Background: an optimization exercise with open tools, aiming at a short achievable clock period and few clock cycles. Do not read the settings as production practice.
Function was checked by simulation only, so behaviour that the tests miss may differ from the original.
Power is estimated from default activity; no workload was simulated.

## flow/design.v

```verilog
`timescale 1ns / 1ps
`timescale 1ns / 1ps
 `timescale 1ns / 1ps
module ALU(
    input wire [31:0] Operand1,
    input wire [31:0] Operand2,
    input wire [3:0] AluContrl,
    output reg [31:0] AluOut
    );
    wire signed [31:0] Operand1S = $signed(Operand1);
    wire signed [31:0] Operand2S = $signed(Operand2);
    always@(*)
    case(AluContrl)
        4'd0:        AluOut<=Operand1<<(Operand2[4:0]);
        4'd1:        AluOut<=Operand1>>(Operand2[4:0]);
        4'd2:        AluOut<=Operand1S >>> (Operand2[4:0]);
        4'd3:        AluOut<=Operand1 + Operand2; 
        4'd4:        AluOut<=Operand1 - Operand2;
        4'd5:        AluOut<=Operand1 ^ Operand2;
        4'd6:         AluOut<=Operand1 | Operand2;   
        4'd7:        AluOut<=Operand1 & Operand2;
        4'd8:        AluOut<=Operand1S < Operand2S ? 32'd1:32'd0;
        4'd9:       AluOut<=Operand1 < Operand2 ? 32'd1:32'd0;
        4'd10:        AluOut<={ Operand2[31:12],12'b0 };
        default:    AluOut <= 32'hxxxxxxxx;                          
    endcase
endmodule
`timescale 1ns / 1ps
 `timescale 1ns / 1ps
module BranchDecisionMaking(
    input wire [2:0] BranchTypeE,
    input wire [31:0] Operand1,Operand2,
    output reg BranchE
    );
wire signed [31:0] Operand1S = $signed(Operand1);
wire signed [31:0] Operand2S = $signed(Operand2);
    always@(*)
    case(BranchTypeE)
    3'd1:    if(Operand1==Operand2)      BranchE<=1'b1;   
            else                        BranchE<=1'b0;
    3'd2:    if(Operand1!=Operand2)      BranchE<=1'b1;   
            else                        BranchE<=1'b0;   
    3'd3:    if(Operand1S<Operand2S)     BranchE<=1'b1;   
            else                        BranchE<=1'b0;
    3'd4:   if(Operand1<Operand2)       BranchE<=1'b1;   
            else                        BranchE<=1'b0;
    3'd5:    if(Operand1S>=Operand2S)    BranchE<=1'b1;   
            else                        BranchE<=1'b0;
    3'd6:   if(Operand1>=Operand2)      BranchE<=1'b1;   
            else                        BranchE<=1'b0;
    default:                            BranchE<=1'b0;   
    endcase
endmodule
`timescale 1ns / 1ps
 `timescale 1ns / 1ps
module ControlUnit(
    input wire [6:0] Op,
    input wire [2:0] Fn3,
    input wire [6:0] Fn7,
    output wire JalD,
    output wire JalrD,
    output reg [2:0] RegWriteD,
    output wire MemToRegD,
    output reg [3:0] MemWriteD,
    output wire LoadNpcD,
    output reg [1:0] RegReadD,
    output reg [2:0] BranchTypeD,
    output reg [3:0] AluContrlD,
    output wire [1:0] AluSrc2D,
    output wire AluSrc1D,
    output reg [2:0] ImmType        
    );
    assign LoadNpcD = JalD | JalrD;
    assign JalD = (Op==7'b1101111)?1'b1:1'b0;
    assign JalrD = (Op==7'b1100111)?1'b1:1'b0;
    assign MemToRegD = (Op==7'b0000011)?1'b1:1'b0;
    assign AluSrc1D = (Op==7'b0010111)?1'b1:1'b0;
    assign AluSrc2D = ( (Op==7'b0010011)&&(Fn3[1:0]==2'b01) )?(2'b01):(((Op==7'b0110011)||(Op==7'b1100011))?2'b00:2'b10);
    always@(*)
    begin
        case(ImmType)
        3'd0: RegReadD = 2'b11;
        3'd1: RegReadD = 2'b10;
        3'd2: RegReadD = 2'b11;
        3'd3: RegReadD = 2'b11;
        3'd4: RegReadD = 2'b00;
        3'd5: RegReadD = 2'b00;
        default:RegReadD = 2'b00;                                      
        endcase
    end   
    always@(*)
    begin
        if(Op==7'b1100011)       
        begin    
            case(Fn3)
            3'b000:BranchTypeD<=3'd1;     
            3'b001:BranchTypeD<=3'd2;     
            3'b100:BranchTypeD<=3'd3;     
            3'b101:BranchTypeD<=3'd5;     
            3'b110:BranchTypeD<=3'd4;     
            default:BranchTypeD<=3'd6;     
            endcase
        end
        else BranchTypeD <= 3'd0;
    end
    always@(*)
    case(Op)
        7'b0010011:begin    
            RegWriteD<=3'd3;
            MemWriteD<=4'b0000;
            ImmType<=3'd1;
            case(Fn3)
                3'b000:AluContrlD<=4'd3;   
                3'b001:AluContrlD<=4'd0;   
                3'b010:AluContrlD<=4'd8;   
                3'b011:AluContrlD<=4'd9;    
                3'b100:AluContrlD<=4'd5;     
                3'b101:
                    if(Fn7[5]==1)
                        AluContrlD<=4'd2;    
                    else
                        AluContrlD<=4'd1;    
                3'b110:AluContrlD<=4'd6;    
                default:AluContrlD<=4'd7;     
            endcase
        end
        7'b0110011:begin     
            RegWriteD<=3'd3;
            MemWriteD<=4'b0000;
            ImmType<=3'd0;
            case(Fn3)
                3'b000:begin
                    if(Fn7[5]==1)
                        AluContrlD<=4'd4;    
                    else
                        AluContrlD<=4'd3;    
                end
                3'b001:AluContrlD<=4'd0;     
                3'b010:AluContrlD<=4'd8;     
                3'b011:AluContrlD<=4'd9;     
                3'b100:AluContrlD<=4'd5;     
                3'b101:begin
                    if(Fn7[5]==1)
                        AluContrlD<=4'd2;    
                    else
                        AluContrlD<=4'd1;    
                end  
                3'b110:AluContrlD<=4'd6;     
                default:AluContrlD<=4'd7;     
            endcase
        end
        7'b0000011:begin    
            MemWriteD<=4'b0000;
            AluContrlD<=4'd3;
            ImmType<=3'd1;
            case(Fn3)
                3'b000:RegWriteD<=3'd1;     
                3'b001:RegWriteD<=3'd2;     
                3'b010:RegWriteD<=3'd3;     
                3'b100:RegWriteD<=3'd4;     
                default:RegWriteD<=3'd5;     
            endcase
        end
        7'b0100011:begin    
            RegWriteD<=3'b0;
            AluContrlD<=4'd3;
            ImmType<=3'd2; 
            case(Fn3)
                3'b000:MemWriteD<=4'b0001;     
                3'b001:MemWriteD<=4'b0011;     
                default:MemWriteD<=4'b1111;    
            endcase
        end
        7'b0110111:begin     
            RegWriteD<=3'd3;
            MemWriteD<=4'b0000;
            AluContrlD<=4'd10;
            ImmType<=3'd4;     
        end 
        7'b0010111:begin     
            RegWriteD<=3'd3;
            MemWriteD<=4'b0000;
            AluContrlD<=4'd3;
            ImmType<=3'd4;
        end
        7'b1101111:begin     
            RegWriteD<=3'd3;
            MemWriteD<=4'b0000;
            AluContrlD<=4'd3;
            ImmType<=3'd5;       
        end
        7'b1100111:begin     
            RegWriteD<=3'd3;
            MemWriteD<=4'b0000;
            AluContrlD<=4'd3;
            ImmType<=3'd1;         
        end
        7'b1100011:begin     
            RegWriteD<=3'b0;
            MemWriteD<=4'b0000;
            ImmType<=3'd3;
            AluContrlD<=4'd3;   
        end
        default:begin        
            RegWriteD<=3'b0;
            MemWriteD<=4'b0000;
            AluContrlD<=4'd3;
            ImmType<=3'd1;
        end
    endcase
endmodule
`timescale 1ns / 1ps
 `timescale 1ns / 1ps
module DataExt(
    input wire [31:0] IN,
    input wire [1:0] LoadedBytesSelect,
    input wire [2:0] RegWriteW,
    output reg [31:0] OUT
    );
    wire [31:0] LB_IN;
    wire [31:0] LH_IN;
    assign LB_IN = (IN >> (LoadedBytesSelect * 32'h08)) & 32'h000000ff;
    assign LH_IN = (IN >> (LoadedBytesSelect * 32'h08)) & 32'h0000ffff;
    always @(*)
    begin
        case(RegWriteW)
            3'd1:	OUT<={{24{LB_IN[7]}},LB_IN[7:0]};
            3'd2:    OUT<={{16{LH_IN[15]}},LH_IN[15:0]};
            3'd3:    OUT<=IN;
            3'd4:   OUT<={24'b0,LB_IN[7:0]};
            3'd5:   OUT<={16'b0,LH_IN[15:0]};
            default:OUT = 32'hxxxxxxxx;
        endcase
    end
endmodule
`timescale 1ns / 1ps
module EXSegReg(
    input wire clk,
    input wire en,
    input wire clear,
    input wire [31:0] PCD,
    output reg [31:0] PCE, 
    input wire [31:0] JalNPC,
    output reg [31:0] BrNPC, 
    input wire [31:0] ImmD,
    output reg [31:0] ImmE,
    input wire [4:0] RdD,
    output reg [4:0] RdE,
    input wire [4:0] Rs1D,
    output reg [4:0] Rs1E,
    input wire [4:0] Rs2D,
    output reg [4:0] Rs2E,
    input wire [31:0] RegOut1D,
    output reg [31:0] RegOut1E,
    input wire [31:0] RegOut2D,
    output reg [31:0] RegOut2E,
    input wire JalrD,
    output reg JalrE,
    input wire [2:0] RegWriteD,
    output reg [2:0] RegWriteE,
    input wire MemToRegD,
    output reg MemToRegE,
    input wire [3:0] MemWriteD,
    output reg [3:0] MemWriteE,
    input wire LoadNpcD,
    output reg LoadNpcE,
    input wire [1:0] RegReadD,
    output reg [1:0] RegReadE, 
    input wire [2:0] BranchTypeD,
    output reg [2:0] BranchTypeE,
    input wire [4:0] AluContrlD,
    output reg [4:0] AluContrlE,
    input wire AluSrc1D,
    output reg AluSrc1E,
    input wire [1:0] AluSrc2D,
    output reg [1:0] AluSrc2E
    );
    always@(posedge clk) begin
        if(en)
            if(clear)
                begin
                PCE<=32'b0; 
                BrNPC<=32'b0; 
                ImmE<=32'b0;
                RdE<=32'b0;
                Rs1E<=5'b0;
                Rs2E<=5'b0;
                RegOut1E<=32'b0;
                RegOut2E<=32'b0;
                JalrE<=1'b0;
                RegWriteE<=1'b0;
                MemToRegE<=1'b0;
                MemWriteE<=1'b0;
                LoadNpcE<=1'b0;
                RegReadE<=2'b00;
                BranchTypeE <= 3'b0;
                AluContrlE<=5'b0;
                AluSrc1E<=1'b0; 
                AluSrc2E<=2'b0;     
            end else begin
                PCE<=PCD; 
                BrNPC<=JalNPC; 
                ImmE<=ImmD;
                RdE<=RdD;
                Rs1E<=Rs1D;
                Rs2E<=Rs2D;
                RegOut1E<=RegOut1D;
                RegOut2E<=RegOut2D;
                JalrE<=JalrD;
                RegWriteE<=RegWriteD;
                MemToRegE<=MemToRegD;
                MemWriteE<=MemWriteD;
                LoadNpcE<=LoadNpcD;
                RegReadE<=RegReadD;
                BranchTypeE <= BranchTypeD;
                AluContrlE<=AluContrlD;
                AluSrc1E<=AluSrc1D;
                AluSrc2E<=AluSrc2D;         
            end
        end
endmodule
`timescale 1ns / 1ps
module HarzardUnit(
    input wire CpuRst, ICacheMiss, DCacheMiss, 
    input wire BranchE, JalrE, JalD, 
    input wire [4:0] Rs1D, Rs2D, Rs1E, Rs2E, RdE, RdM, RdW,
    input wire [1:0] RegReadE,
    input wire [2:0] MemToRegE, RegWriteM, RegWriteW,
    output reg StallF, FlushF, StallD, FlushD, StallE, FlushE, StallM, FlushM, StallW, FlushW,
    output reg [1:0] Forward1E, Forward2E
    );
    always @ (*)
        if(CpuRst)
            {StallF,FlushF,StallD,FlushD,StallE,FlushE,StallM,FlushM,StallW,FlushW} <= 10'b0101010101;
        else if(DCacheMiss | ICacheMiss)
            {StallF,FlushF,StallD,FlushD,StallE,FlushE,StallM,FlushM,StallW,FlushW} <= 10'b1010101010;
        else if(BranchE | JalrE)
            {StallF,FlushF,StallD,FlushD,StallE,FlushE,StallM,FlushM,StallW,FlushW} <= 10'b0001010000;
        else if(MemToRegE & ((RdE==Rs1D)||(RdE==Rs2D)) )
            {StallF,FlushF,StallD,FlushD,StallE,FlushE,StallM,FlushM,StallW,FlushW} <= 10'b1010010000;
        else if(JalD)
            {StallF,FlushF,StallD,FlushD,StallE,FlushE,StallM,FlushM,StallW,FlushW} <= 10'b0001000000;
        else
            {StallF,FlushF,StallD,FlushD,StallE,FlushE,StallM,FlushM,StallW,FlushW} <= 10'b0000000000;
    always@(*)begin
        if( (RegWriteM!=3'b0) && (RegReadE[1]!=0) && (RdM==Rs1E) &&(RdM!=5'b0) )
            Forward1E<=2'b10;
        else if( (RegWriteW!=3'b0) && (RegReadE[1]!=0) && (RdW==Rs1E) &&(RdW!=5'b0) )
            Forward1E<=2'b01;
        else
            Forward1E<=2'b00;
    end
    always@(*)begin
        if( (RegWriteM!=3'b0) && (RegReadE[0]!=0) && (RdM==Rs2E) &&(RdM!=5'b0) )
            Forward2E<=2'b10;
        else if( (RegWriteW!=3'b0) && (RegReadE[0]!=0) && (RdW==Rs2E) &&(RdW!=5'b0) )
            Forward2E<=2'b01;
        else
            Forward2E<=2'b00;
    end      
endmodule
`timescale 1ns / 1ps
module IDSegReg(
    input wire clk,
    input wire clear,
    input wire en,
    input wire [31:0] A,
    output wire [31:0] RD,
    input wire [31:0] RD_raw,
    input wire [31:0] PCF,
    output reg [31:0] PCD 
    );
    always@(posedge clk)
        if(en)
            PCD <= clear ? 0: PCF;
    reg stall_ff;
    reg clear_ff;
    reg [31:0] RD_old;
    always @ (posedge clk)
    begin
        stall_ff<=~en;
        clear_ff<=clear;
        RD_old<=RD_raw;
    end    
    assign RD = stall_ff ? RD_old : (clear_ff ? 32'b0 : RD_raw );
endmodule
`timescale 1ns / 1ps
module IFSegReg(
    input wire clk,
    input wire en, clear,
    input wire [31:0] PC_In,
    output reg [31:0] PCF
    );
    always@(posedge clk)
        if(en) begin
            if(clear)
                PCF <= 0;
            else 
                PCF <= PC_In;
        end
endmodule
`timescale 1ns / 1ps
 `timescale 1ns / 1ps
module ImmOperandUnit(
    input wire [31:7] In,
    input wire [2:0] Type,
    output reg [31:0] Out
    );
    always@(*)
    begin
        case(Type)
            3'd1: Out<={ {21{In[31]}}, In[30:20] };
            3'd2: Out<={ {21{In[31]}}, In[30:25], In[11:7] };
            3'd3: Out<={ {20{In[31]}}, In[7], In[30:25], In[11:8], 1'b0 };
            3'd4: Out<={ In[31:12], 12'b0 };
            3'd5: Out<={ {12{In[31]}}, In[19:12], In[20], In[30:21], 1'b0 };
            default:Out<=32'hxxxxxxxx;
        endcase
    end
endmodule
`timescale 1ns / 1ps
module MEMSegReg(
    input wire clk,
    input wire en,
    input wire clear,
    input wire [31:0] AluOutE,
    output reg [31:0] AluOutM, 
    input wire [31:0] ForwardData2,
    output reg [31:0] StoreDataM, 
    input wire [4:0] RdE,
    output reg [4:0] RdM,
    input wire [31:0] PCE,
    output reg [31:0] PCM,
    input wire [2:0] RegWriteE,
    output reg [2:0] RegWriteM,
    input wire MemToRegE,
    output reg MemToRegM,
    input wire [3:0] MemWriteE,
    output reg [3:0] MemWriteM,
    input wire LoadNpcE,
    output reg LoadNpcM
    );
    always@(posedge clk)
        if(en) begin
            AluOutM    <= clear ?     0 : AluOutE;
            StoreDataM <= clear ?     0 : ForwardData2;
            RdM        <= clear ?  5'h0 : RdE;
            PCM        <= clear ?     0 : PCE;
            RegWriteM  <= clear ?  3'h0 : RegWriteE;
            MemToRegM  <= clear ?  1'b0 : MemToRegE;
            MemWriteM  <= clear ?  4'b0 : MemWriteE;
            LoadNpcM   <= clear ?     0 : LoadNpcE;
        end
endmodule
`timescale 1ns / 1ps
module NPC_Generator(
    input wire [31:0] PCF,JalrTarget, BranchTarget, JalTarget,
    input wire BranchE,JalD,JalrE,
    output reg [31:0] PC_In
    );
    always @(*)
    begin
        if(JalrE)
            PC_In <= JalrTarget;
        else if(BranchE)
            PC_In <= BranchTarget;
        else if(JalD)
            PC_In <= JalTarget;
        else
            PC_In <= PCF+4;
    end
endmodule
`timescale 1ns / 1ps
module RegisterFile(
    input wire clk,
    input wire rst,
    input wire WE3,
    input wire [4:0] A1,
    input wire [4:0] A2,
    input wire [4:0] A3,
    input wire [31:0] WD3,
    output wire [31:0] RD1,
    output wire [31:0] RD2
    );
    reg [31:0] RegFile[31:1];
    integer i;
    always@(negedge clk or posedge rst) 
    begin 
        if(rst)                                 for(i=1;i<32;i=i+1) RegFile[i][31:0]<=32'b0;
        else if( (WE3==1'b1) && (A3!=5'b0) )    RegFile[A3]<=WD3;   
    end
    assign RD1= (A1==5'b0)?32'b0:RegFile[A1];
    assign RD2= (A2==5'b0)?32'b0:RegFile[A2];
endmodule
`timescale 1ns / 1ps
module WBSegReg(
    input wire clk,
    input wire en,
    input wire clear,
    input wire [31:0] A,
    input wire [31:0] WD,
    input wire [3:0] WE,
    output wire [31:0] RD,
    output reg [1:0] LoadedBytesSelect,
    output wire [3:0] MemWE,
    output wire [31:0] MemWD,
    input wire [31:0] RD_raw,
    input wire [31:0] ResultM,
    output reg [31:0] ResultW, 
    input wire [4:0] RdM,
    output reg [4:0] RdW,
    input wire [2:0] RegWriteM,
    output reg [2:0] RegWriteW,
    input wire MemToRegM,
    output reg MemToRegW
    );
    always@(posedge clk)
        if(en) begin
            LoadedBytesSelect <= clear ? 2'b00 : A[1:0];
            RegWriteW         <= clear ?  1'b0 : RegWriteM;
            MemToRegW         <= clear ?  1'b0 : MemToRegM;
            ResultW           <= clear ?     0 : ResultM;
            RdW               <= clear ?  5'b0 : RdM;
        end
    assign MemWE = WE<<A[1:0];
    assign MemWD = WD<<(8*A[1:0]);
    reg stall_ff;
    reg clear_ff;
    reg [31:0] RD_old;
    always @ (posedge clk)
    begin
        stall_ff<=~en;
        clear_ff<=clear;
        RD_old<=RD_raw;
    end    
    assign RD = stall_ff ? RD_old : (clear_ff ? 32'b0 : RD_raw );
endmodule
`timescale 1ns / 1ps
module RV32Core(
    input wire CPU_CLK,
    input wire CPU_RST,
    output wire [31:0] imem_addr,
    input wire [31:0] imem_rdata,
    output wire [31:0] dmem_addr,
    output wire [3:0] dmem_we,
    output wire [31:0] dmem_wdata,
    input wire [31:0] dmem_rdata
    );
    wire StallF, FlushF, StallD, FlushD, StallE, FlushE, StallM, FlushM, StallW, FlushW;
    wire [31:0] PC_In;
    wire [31:0] PCF;
    wire [31:0] Instr, PCD;
    wire JalD, JalrD, LoadNpcD, MemToRegD, AluSrc1D;
    wire [2:0] RegWriteD;
    wire [3:0] MemWriteD;
    wire [1:0] RegReadD;
    wire [2:0] BranchTypeD;
    wire [4:0] AluContrlD;
    wire [1:0] AluSrc2D;
    wire [2:0] RegWriteW;
    wire [4:0] RdW;
    wire [31:0] RegWriteData;
    wire [31:0] DM_RD_Ext;
    wire [2:0] ImmType;
    wire [31:0] ImmD;
    wire [31:0] JalNPC;
    wire [31:0] BrNPC; 
    wire [31:0] ImmE;
    wire [6:0] OpCodeD, Funct7D;
    wire [2:0] Funct3D;
    wire [4:0] Rs1D, Rs2D, RdD;
    wire [4:0] Rs1E, Rs2E, RdE;
    wire [31:0] RegOut1D;
    wire [31:0] RegOut1E;
    wire [31:0] RegOut2D;
    wire [31:0] RegOut2E;
    wire JalrE;
    wire [2:0] RegWriteE;
    wire MemToRegE;
    wire [3:0] MemWriteE;
    wire LoadNpcE;
    wire [1:0] RegReadE;
    wire [2:0] BranchTypeE;
    wire [3:0] AluContrlE;
    wire AluSrc1E;
    wire [1:0] AluSrc2E;
    wire [31:0] Operand1;
    wire [31:0] Operand2;
    wire BranchE;
    wire [31:0] AluOutE;
    wire [31:0] AluOutM; 
    wire [31:0] ForwardData1;
    wire [31:0] ForwardData2;
    wire [31:0] PCE;
    wire [31:0] StoreDataM; 
    wire [4:0] RdM;
    wire [31:0] PCM;
    wire [2:0] RegWriteM;
    wire MemToRegM;
    wire [3:0] MemWriteM;
    wire LoadNpcM;
    wire [31:0] DM_RD;
    wire [31:0] ResultM;
    wire [31:0] ResultW;
    wire MemToRegW;
    wire [1:0] Forward1E;
    wire [1:0] Forward2E;
    wire [1:0] LoadedBytesSelect;
    assign {Funct7D, Rs2D, Rs1D, Funct3D, RdD, OpCodeD} = Instr;
    assign imem_addr = PCF;
    assign dmem_addr = AluOutM;
    assign JalNPC=ImmD+PCD;
    assign ForwardData1 = Forward1E[1]?(AluOutM):( Forward1E[0]?RegWriteData:RegOut1E );
    assign Operand1 = AluSrc1E?PCE:ForwardData1;
    assign ForwardData2 = Forward2E[1]?(AluOutM):( Forward2E[0]?RegWriteData:RegOut2E );
    assign Operand2 = AluSrc2E[1]?(ImmE):( AluSrc2E[0]?Rs2E:ForwardData2 );
    assign ResultM = LoadNpcM ? (PCM+4) : AluOutM;
    assign RegWriteData = ~MemToRegW?ResultW:DM_RD_Ext;
    NPC_Generator NPC_Generator1(
        .PCF(PCF),
        .JalrTarget(AluOutE), 
        .BranchTarget(BrNPC), 
        .JalTarget(JalNPC),
        .BranchE(BranchE),
        .JalD(JalD),
        .JalrE(JalrE),
        .PC_In(PC_In)
    );
    IFSegReg IFSegReg1(
        .clk(CPU_CLK),
        .en(~StallF),
        .clear(FlushF), 
        .PC_In(PC_In),
        .PCF(PCF)
    );
    IDSegReg IDSegReg1(
        .clk(CPU_CLK),
        .clear(FlushD),
        .en(~StallD),
        .A(PCF),
        .RD(Instr),
        .RD_raw(imem_rdata),
        .PCF(PCF),
        .PCD(PCD) 
    );
    ControlUnit ControlUnit1(
        .Op(OpCodeD),
        .Fn3(Funct3D),
        .Fn7(Funct7D),
        .JalD(JalD),
        .JalrD(JalrD),
        .RegWriteD(RegWriteD),
        .MemToRegD(MemToRegD),
        .MemWriteD(MemWriteD),
        .LoadNpcD(LoadNpcD),
        .RegReadD(RegReadD),
        .BranchTypeD(BranchTypeD),
        .AluContrlD(AluContrlD),
        .AluSrc1D(AluSrc1D),
        .AluSrc2D(AluSrc2D),
        .ImmType(ImmType)
    );
    ImmOperandUnit ImmOperandUnit1(
        .In(Instr[31:7]),
        .Type(ImmType),
        .Out(ImmD)
    );
    RegisterFile RegisterFile1(
        .clk(CPU_CLK),
        .rst(CPU_RST),
        .WE3(|RegWriteW),
        .A1(Rs1D),
        .A2(Rs2D),
        .A3(RdW),
        .WD3(RegWriteData),
        .RD1(RegOut1D),
        .RD2(RegOut2D)
    );
    EXSegReg EXSegReg1(
        .clk(CPU_CLK),
        .en(~StallE),
        .clear(FlushE),
        .PCD(PCD),
        .PCE(PCE), 
        .JalNPC(JalNPC),
        .BrNPC(BrNPC), 
        .ImmD(ImmD),
        .ImmE(ImmE),
        .RdD(RdD),
        .RdE(RdE),
        .Rs1D(Rs1D),
        .Rs1E(Rs1E),
        .Rs2D(Rs2D),
        .Rs2E(Rs2E),
        .RegOut1D(RegOut1D),
        .RegOut1E(RegOut1E),
        .RegOut2D(RegOut2D),
        .RegOut2E(RegOut2E),
        .JalrD(JalrD),
        .JalrE(JalrE),
        .RegWriteD(RegWriteD),
        .RegWriteE(RegWriteE),
        .MemToRegD(MemToRegD),
        .MemToRegE(MemToRegE),
        .MemWriteD(MemWriteD),
        .MemWriteE(MemWriteE),
        .LoadNpcD(LoadNpcD),
        .LoadNpcE(LoadNpcE),
        .RegReadD(RegReadD),
        .RegReadE(RegReadE),
        .BranchTypeD(BranchTypeD),
        .BranchTypeE(BranchTypeE),
        .AluContrlD(AluContrlD),
        .AluContrlE(AluContrlE),
        .AluSrc1D(AluSrc1D),
        .AluSrc1E(AluSrc1E),
        .AluSrc2D(AluSrc2D),
        .AluSrc2E(AluSrc2E)
    	); 
    ALU ALU1(
        .Operand1(Operand1),
        .Operand2(Operand2),
        .AluContrl(AluContrlE),
        .AluOut(AluOutE)
    	);
    BranchDecisionMaking BranchDecisionMaking1(
        .BranchTypeE(BranchTypeE),
        .Operand1(Operand1),
        .Operand2(Operand2),
        .BranchE(BranchE)
        );
    MEMSegReg MEMSegReg1(
        .clk(CPU_CLK),
        .en(~StallM),
        .clear(FlushM),
        .AluOutE(AluOutE),
        .AluOutM(AluOutM), 
        .ForwardData2(ForwardData2),
        .StoreDataM(StoreDataM), 
        .RdE(RdE),
        .RdM(RdM),
        .PCE(PCE),
        .PCM(PCM),
        .RegWriteE(RegWriteE),
        .RegWriteM(RegWriteM),
        .MemToRegE(MemToRegE),
        .MemToRegM(MemToRegM),
        .MemWriteE(MemWriteE),
        .MemWriteM(MemWriteM),
        .LoadNpcE(LoadNpcE),
        .LoadNpcM(LoadNpcM)
    );
    WBSegReg WBSegReg1(
        .clk(CPU_CLK),
        .en(~StallW),
        .clear(FlushW),
        .A(AluOutM),
        .WD(StoreDataM),
        .WE(MemWriteM),
        .RD(DM_RD),
        .LoadedBytesSelect(LoadedBytesSelect),
        .MemWE(dmem_we),
        .MemWD(dmem_wdata),
        .RD_raw(dmem_rdata),
        .ResultM(ResultM),
        .ResultW(ResultW), 
        .RdM(RdM),
        .RdW(RdW),
        .RegWriteM(RegWriteM),
        .RegWriteW(RegWriteW),
        .MemToRegM(MemToRegM),
        .MemToRegW(MemToRegW)
    );
    DataExt DataExt1(
        .IN(DM_RD),
        .LoadedBytesSelect(LoadedBytesSelect),
        .RegWriteW(RegWriteW),
        .OUT(DM_RD_Ext)
    );
    HarzardUnit HarzardUnit1(
        .CpuRst(CPU_RST),
        .BranchE(BranchE),
        .JalrE(JalrE),
        .JalD(JalD),
        .Rs1D(Rs1D),
        .Rs2D(Rs2D),
        .Rs1E(Rs1E),
        .Rs2E(Rs2E),
        .RegReadE(RegReadE),
        .MemToRegE(MemToRegE),
        .RdE(RdE),
        .RdM(RdM),
        .RegWriteM(RegWriteM),
        .RdW(RdW),
        .RegWriteW(RegWriteW),
        .ICacheMiss(1'b0),
        .DCacheMiss(1'b0),
        .StallF(StallF),
        .FlushF(FlushF),
        .StallD(StallD),
        .FlushD(FlushD),
        .StallE(StallE),
        .FlushE(FlushE),
        .StallM(StallM),
        .FlushM(FlushM),
        .StallW(StallW),
        .FlushW(FlushW),
        .Forward1E(Forward1E),
        .Forward2E(Forward2E)
    	);    
endmodule
```

## flow/constraint.sdc

```tcl
create_clock -name core_clock -period 10.0 [get_ports {CPU_CLK}]
set_input_delay 2.0000 -clock core_clock [delete_from_list [all_inputs] [get_ports {CPU_CLK}]]
set_output_delay 2.0000 -clock core_clock [all_outputs]
set_load 0.01 [all_outputs]
```

## flow/run.sh

```bash
#!/bin/bash
# synth_recipe.tcl (not shown) runs the flow's synth.tcl, then flattens the netlist and writes it again
# the make line also repeats each setting of config.mk as NAME=value (left out here)
make -C /OpenROAD-flow-scripts/flow DESIGN_CONFIG=/design/flow/config.mk WORK_HOME=/design/flow/orfs CLKGATE_MAP_FILE= SYNTH_SCRIPT=/design/flow/synth_recipe.tcl finish
```

## flow/config.mk

```make
export PLATFORM = sky130hd
export DESIGN_NAME = RV32Core
export DESIGN_NICKNAME = RV32Core
export VERILOG_FILES = /design/flow/design.v
export SDC_FILE = /design/flow/constraint.sdc
export NUM_CORES = 8
export LEC_CHECK = 0
export CAP_MARGIN = 20
export CORE_MARGIN = 2
export CORE_UTILIZATION = 30
export SLEW_MARGIN = 20
```

==> results.ini <==
[status]
status = finished clean

[synth]
synthAdderAreaFrac_pct = 2.22
synth-edff-count = 64
ys_seq_area_share_pct = 45.3
synthMuxAreaShare_pct = 2.05
synth-seq-cells = 1439
synth_top_area_share_pct = 32.7
synth_area_per_cell_um2 = 8.73
syn-instance-count = 8703
synth_compound_area_share_pct = 27.4
synthFlopType = dfrtn_1
synth.net_count = 8902
yosys.area.top_type = dfrtn_1
synth.area.top_cells = dfrtn_1, dfxtp_1, o21ai_0
synthXorXnorAreaFrac_pct = 1.65
synth.distinct_cells = 109
async_reset_ff_share_pct = 68.9
yosysWarnings = 17
yosysMostFrequentCell = nand2_1
synth_area_um2 = 75900
ys_top_cells_by_count = nand2_1, o21ai_0, dfrtn_1
synth_simple_gate_area_share_pct = 16.8
synth_top_family_by_area = compound AO/OA/AOI/OAI gates

[timing]
skew_ns = 0.122
fin_ws_ns = 0.989
tightest_slew_ns = 1.30
finalCriticalPeriod_ns = 9.01
relSlewSlack_pct = 12.8
hold_viol = 0
setup_viol = 0
finalMaxSlewViolations = 0
fmax_mhz = 112
fin_crit_sh_pct = 90.1
tns_ns = 0
rsz0062_at_grt = false
hold-worst-slack_ns = 0.442

[detailed_routing]
drcViolationCount = 0
drtAntennaViolNets = 0
wl_per_cell_um = 34.9
drtIter0Drc = 14700
routed_wl_um = 428000
via_per_inst = 6.51
vias = 79800
firstDrtPassIters = 17

[clock_network]
cts_resized = 0
worstSkewPairLatency_ns = 0.87
cts_tree = yes
cts_sinks = 1439
cts_root_buf = clkbuf_16
post_cts_buffers = 0
numCtsBuffers = 156
htreeDepth = 4
cts_hold_buf = 0
clk_pin_slew_worst_paths_ns = 0.06
clockBufferDepth = 3

[pwr]
p_leak_nw = 37.6
powerDensity_nw_per_um2 = 173
vdd_drop_max_v = 0.000140

[die]
dieArea_um2 = 257000
die_x_um = 507
num_rows = 184
initial_core_util_pct = 30.2
io_pins = 166
die_h_um = 507
core_area_um2 = 252000

[cells_and_area]
largest-register = RegisterFile1.RegFile
fin_area_um2 = 89500
drive_gt1_share_pct = 10.8
final_nets = 8951
largest_reg_flops = 992
syn_to_final_growth_pct = 17.8

[global_route]
grt_pass1_vias = 74200
antenna_found_initial = 52
grt_max_degree = 129
grtUsageTotal_pct = 32.0
grt_overflow = 0
grt_first_pass_wirelength_um = 589000

[placement]
dp_slack_ns = 0.347
gp_congestion = 1.02
dpl_cell_area_um2 = 83800
dp.final_hpwl_um = 278000
numPortBuffers = 165

[setup_path]
crit_slowest_cell = a221oi_1
setup.worst_path.class = primary input to register
crit_fanout = 31
arrival_ns = 4.58
cp-end-kind = register
path_cells = clkdlybuf4s50_1 -> mux2_2 -> a21o_1 -> a221oi_1 -> or3_1 -> buf_12 -> o21ai_0
slowest_delay_ns = 0.83
required_ns = 5.57
start_kind = primary input

[worst_hold_path]
min_path_type = register to register

[flow_run]
drv_cap = 0

[report_power, final]
group	switching [mW]	leakage, nW	internal (mW)
sequential	0.180	12.6	5.98
clock	2.66	2.69	3.66
combinational	2.06	22.2	0.968
total	4.91	37.6	10.6
[final timing paths]
kind / to / startpoint / depth (start not counted) / slack [ns]
max in group asynchronous: RegisterFile1.RegFile[8][10] / CPU_RST / 3 / 2.45
setup reg to reg: RegisterFile1.RegFile[8][11] / WBSegReg1.RegWriteW[0] / 6 / 1.27
hold reg to reg: WBSegReg1.MemToRegW / MEMSegReg1.MemToRegM / 1 / 0.44
hold / removal: WBSegReg1.MemToRegW / MEMSegReg1.MemToRegM / 1 / 0.44
min in group asynchronous: RegisterFile1.RegFile[18][18] / CPU_RST / 3 / 6.68
setup / recovery: RegisterFile1.RegFile[9][31] / dmem_rdata[31] / 7 / 0.99
[per-layer routing]
layer	global-route usage [%]	routed length, um	up-vias	part of all wire [%]
li1	-	-	32100	-
met1	40.8	161000	38600	38
met2	43.8	167000	6994	39
met3	14.2	65800	2100	15
met4	19.8	33500	78	7.8
met5	1.31	975	-	0.23
[kinds of logic (layout without fill, tap and decap cells)]
family / Yosys count / in the layout
xor gates and xnor gates: 143 / 143
and+or+nand+nor: 2829 / 2829
muxes: 150 / 150
other: 0 / 31
buffers and inverters: 889 / 1070
adders and majority gates: 133 / 133
AOI/OAI and AO/OA: 3120 / 3120
DFF: 1439 / 1439
[cell usage in the layout, fill, tap and decap left out, drive strengths merged, types with 51 or more instances in the layout]
cell type	instances
nor2b	101
inv	144
buf	477
mux2i	123
xnor2	83
clkdlybuf4s50	164
nand3	171
a222oi	68
nand2	1311
clkbuf	230
nor3	171
nand4	166
xor2	60
a22oi	526
a21oi	294
a22o	205
dfxtp	383
o21ai	1197
o211ai	51
and2	138
edfxtp	64
a221oi	241
dfrtn	992
ha	130
nor2	550
a211oi	121
[cell type report]
class                      count  area, um2
fill                       25400     162000
multi-input combinational   6375      38900
sequential                  1439      34400
timing repair buffer         641       5780
clock buffer                 230       4600
tap                         3348       4190
clock inverter                60        937
inverter                     139        528
antenna                       31       77.6
[critical path, delay by kind of cell]
family | cells | cell delay, ns
and+or+nand+nor | 1 | 0.30
muxes | 1 | 0.37
AOI/OAI and AO/OA | 3 | 1.14
buffers and inverters | 2 | 0.73
[through the flow]
step	util (%)	cells	total power, mW
after detailed placement	33.3	11900	9.11
after global routing	35.5	12200	15.8
final	35.6	12300	15.5
after global placement	33.3	11900	9.11
after CTS	35.5	12200	15.3
after floorplan	-	8703	7.65
Testbench counts, summed over its fixed seeds: cycles 81,620.
